This is an optimization exercise on Yosys and OpenROAD, whose aim is small area, a short achievable clock period and few clock cycles, not a production implementation.
Only simulation tests tie the RTL to the original design; equivalence was not proved.
No activity file was given, so power comes from the tool's default toggle rates.

job 101:
## Top
module Top(
    Clk,
    Reset,
    Data_in,
    Wr_En,
    Outputs,
    Re
    );
Size: roughly 3100 cells after synthesis, ~9 I/O pins, ~36000 um^2 of cells after synthesis.
Settings: LEC_CHECK=0, ABC_AREA=1, CAP_MARGIN=10, CORE_MARGIN=2, CORE_UTILIZATION=65, CTS_BUF_LIST=sky130_fd_sc_hd__clkbuf_8, CTS_CLUSTER_DIAMETER=45, CTS_CLUSTER_SIZE=20, PLACE_DENSITY=0.75, SETUP_SLACK_MARGIN=4.3, SLEW_MARGIN=10; clock period 7.0 ns.
run.sh (not shown) runs the stock make flow with config.mk's settings and CLKGATE_MAP_FILE= SYNTH_SCRIPT=/design/flow/synth_recipe.tcl, a recipe that flattens the netlist after the stock synthesis.
Having completed the whole flow, job 101 delivered a layout that passed the timing, design-rule and antenna checks.
Testbench counts of job 101, summed over its fixed seeds: cycles 11,427.
The following lists how job 102 was set up differently from job 101:
# job 101
export LEC_CHECK = 0
export ABC_AREA = 1
export CAP_MARGIN = 10
export CORE_MARGIN = 2
export CORE_UTILIZATION = 65
export CTS_BUF_LIST = sky130_fd_sc_hd__clkbuf_8
export CTS_CLUSTER_DIAMETER = 45
export CTS_CLUSTER_SIZE = 20
export PLACE_DENSITY = 0.75
export SETUP_SLACK_MARGIN = 4.3
export SLEW_MARGIN = 10
create_clock -name core_clock -period 7.0 [get_ports {Clk}]
# job 102
export LEC_CHECK = 0
export ABC_AREA = 1
export CAP_MARGIN = 20
export CORE_MARGIN = 2
export CORE_UTILIZATION = 65
export CTS_BUF_LIST = sky130_fd_sc_hd__clkbuf_8
export CTS_CLUSTER_DIAMETER = 40
export CTS_CLUSTER_SIZE = 16
export PLACE_DENSITY = 0.75
export SETUP_SLACK_MARGIN = 4.3
export SLEW_MARGIN = 20
create_clock -name core_clock -period 7.0 [get_ports {Clk}]
Notes after the runs:
- The data required time at the worst endpoint was comparable across job 102 and job 101.
- Compare job 102 and job 101 | fmax lower: job 102
- Final routed wire length divided by cell count, job 102 and job 101, higher one = job 101.
- Capture point of the worst path = cnt[1][7]: job 102; capture point of the worst path = cnt[9][6]: job 101
diff inputs: job 102 => job 103
# job 102
export LEC_CHECK = 0
export ABC_AREA = 1
export CAP_MARGIN = 20
export CORE_MARGIN = 2
export CORE_UTILIZATION = 65
export CTS_BUF_LIST = sky130_fd_sc_hd__clkbuf_8
export CTS_CLUSTER_DIAMETER = 40
export CTS_CLUSTER_SIZE = 16
export PLACE_DENSITY = 0.75
export SETUP_SLACK_MARGIN = 4.3
export SLEW_MARGIN = 20
create_clock -name core_clock -period 7.0 [get_ports {Clk}]
# job 103
export LEC_CHECK = 0
export ABC_AREA = 1
export CAP_MARGIN = 20
export CORE_MARGIN = 2
export CORE_UTILIZATION = 65
export CTS_BUF_LIST = sky130_fd_sc_hd__clkbuf_8
export CTS_CLUSTER_DIAMETER = 45
export CTS_CLUSTER_SIZE = 20
export PLACE_DENSITY = 0.75
export SETUP_SLACK_MARGIN = 4.15
export SLEW_MARGIN = 20
create_clock -name core_clock -period 7.0 [get_ports {Clk}]
### Flow results
Job 103 ended with less portion of total power attributed to combinational logic than job 102. Transition time at the pin with the least slew margin in job 103 is 0.16 ns above job 102. Of job 103 and job 102, the higher share of total power in sequential cells belongs to job 103. Summary — wire length of the first global-routing pass, job 103 relative to job 102: higher, by 1.0%. Job 102 → job 103: worst setup slack before clock tree synthesis dropped 0.042 ns, routed wire length fell about 0.9%, worst hold-check slack moved down, power share of the clock group went down by 0.3 points, area of all placed cells without fillers now sits lower. On post-route worst setup slack: between job 103 and job 102, it ends up lower for job 102. Compared with job 102, job 103 shows number of cells on the worst reg-to-reg path lower by 1.
The inputs of job 104 differ from those of job 103 as listed below.
# job 103
export LEC_CHECK = 0
export ABC_AREA = 1
export CAP_MARGIN = 20
export CORE_MARGIN = 2
export CORE_UTILIZATION = 65
export CTS_BUF_LIST = sky130_fd_sc_hd__clkbuf_8
export CTS_CLUSTER_DIAMETER = 45
export CTS_CLUSTER_SIZE = 20
export PLACE_DENSITY = 0.75
export SETUP_SLACK_MARGIN = 4.15
export SLEW_MARGIN = 20
create_clock -name core_clock -period 7.0 [get_ports {Clk}]
# job 104
export LEC_CHECK = 0
export ABC_AREA = 1
export CAP_MARGIN = 20
export CORE_MARGIN = 2
export CORE_UTILIZATION = 62
export CTS_BUF_LIST = sky130_fd_sc_hd__clkbuf_8
export CTS_CLUSTER_DIAMETER = 45
export CTS_CLUSTER_SIZE = 20
export PLACE_DENSITY = 0.7
export SETUP_SLACK_MARGIN = 4.3
export SLEW_MARGIN = 20
create_clock -name core_clock -period 7.0 [get_ports {Clk}]
No stage failed in job 104, and the final checks on the layout all came back clean. Multi-input combinational cell count essentially unchanged between job 104 and job 103. Job 103 has a lower final worst hold slack than job 104. Summary — post-route worst setup slack, job 104 relative to job 103: higher, by 0.11 ns.
Relative to job 104, the following input files were edited for job 105:
# job 104
export LEC_CHECK = 0
export ABC_AREA = 1
export CAP_MARGIN = 20
export CORE_MARGIN = 2
export CORE_UTILIZATION = 62
export CTS_BUF_LIST = sky130_fd_sc_hd__clkbuf_8
export CTS_CLUSTER_DIAMETER = 45
export CTS_CLUSTER_SIZE = 20
export PLACE_DENSITY = 0.7
export SETUP_SLACK_MARGIN = 4.3
export SLEW_MARGIN = 20
create_clock -name core_clock -period 7.0 [get_ports {Clk}]
# job 105
export LEC_CHECK = 0
export ABC_CLOCK_PERIOD_IN_PS = 3000
export CAP_MARGIN = 20
export CORE_MARGIN = 2
export CORE_UTILIZATION = 65
export CTS_BUF_LIST = sky130_fd_sc_hd__clkbuf_8
export CTS_CLUSTER_DIAMETER = 45
export CTS_CLUSTER_SIZE = 20
export PLACE_DENSITY = 0.75
export SETUP_SLACK_MARGIN = 4.15
export SLEW_MARGIN = 20
create_clock -name core_clock -period 7.0 [get_ports {Clk}]
--- outcome ---
In the reports for job 105 and job 104, the smaller number of signal-net buffers in the layout belongs to job 104. Between job 105 and job 104, delay of the slowest cell on the worst path is higher for job 105, job 104 comes in under that. Job 105 vs job 104: register-to-register setup slack down in job 105. The first-pass GRT wire length in job 104 is 0.947 times that in job 105. Area of all sequential standard cells essentially unchanged between job 104 and job 105. Comparing tightest slew margin relative to the limit for job 105 and job 104, the bigger number came from job 104.

[static timing again, ports no longer ideal]
How much do the figures lean on ideal ports? The routed layouts below were timed once more, with nothing changed but the port constraints. Step 1 assumes that a clkbuf_16 drives the clock port and a buf_2 every other input. Step 2 moves the port delays by t, midway between the first and last clock arrival at a register: inputs arrive t later, outputs are due t later. That takes back most of the time a late clock gives input paths. a / b / c = ideal / step 1 / step 2; a / b = the first two.
run | shift t [ns] | slack for setup (ns) | latest minus earliest clock arrival (ns)
job 101 | 0.774 | 4.168 / 4.168 / 4.168 | 0.063 / 0.063
job 102 | 0.786 | 4.068 / 4.068 / 4.068 | 0.057 / 0.057
job 103 | 0.777 | 4.102 / 4.102 / 4.102 | 0.052 / 0.052
job 104 | 0.794 | 4.214 / 4.204 / 4.214 | 0.036 / 0.036
job 105 | 0.799 | 4.055 / 4.055 / 4.055 | 0.054 / 0.053
After both steps every run listed still meets setup and hold.
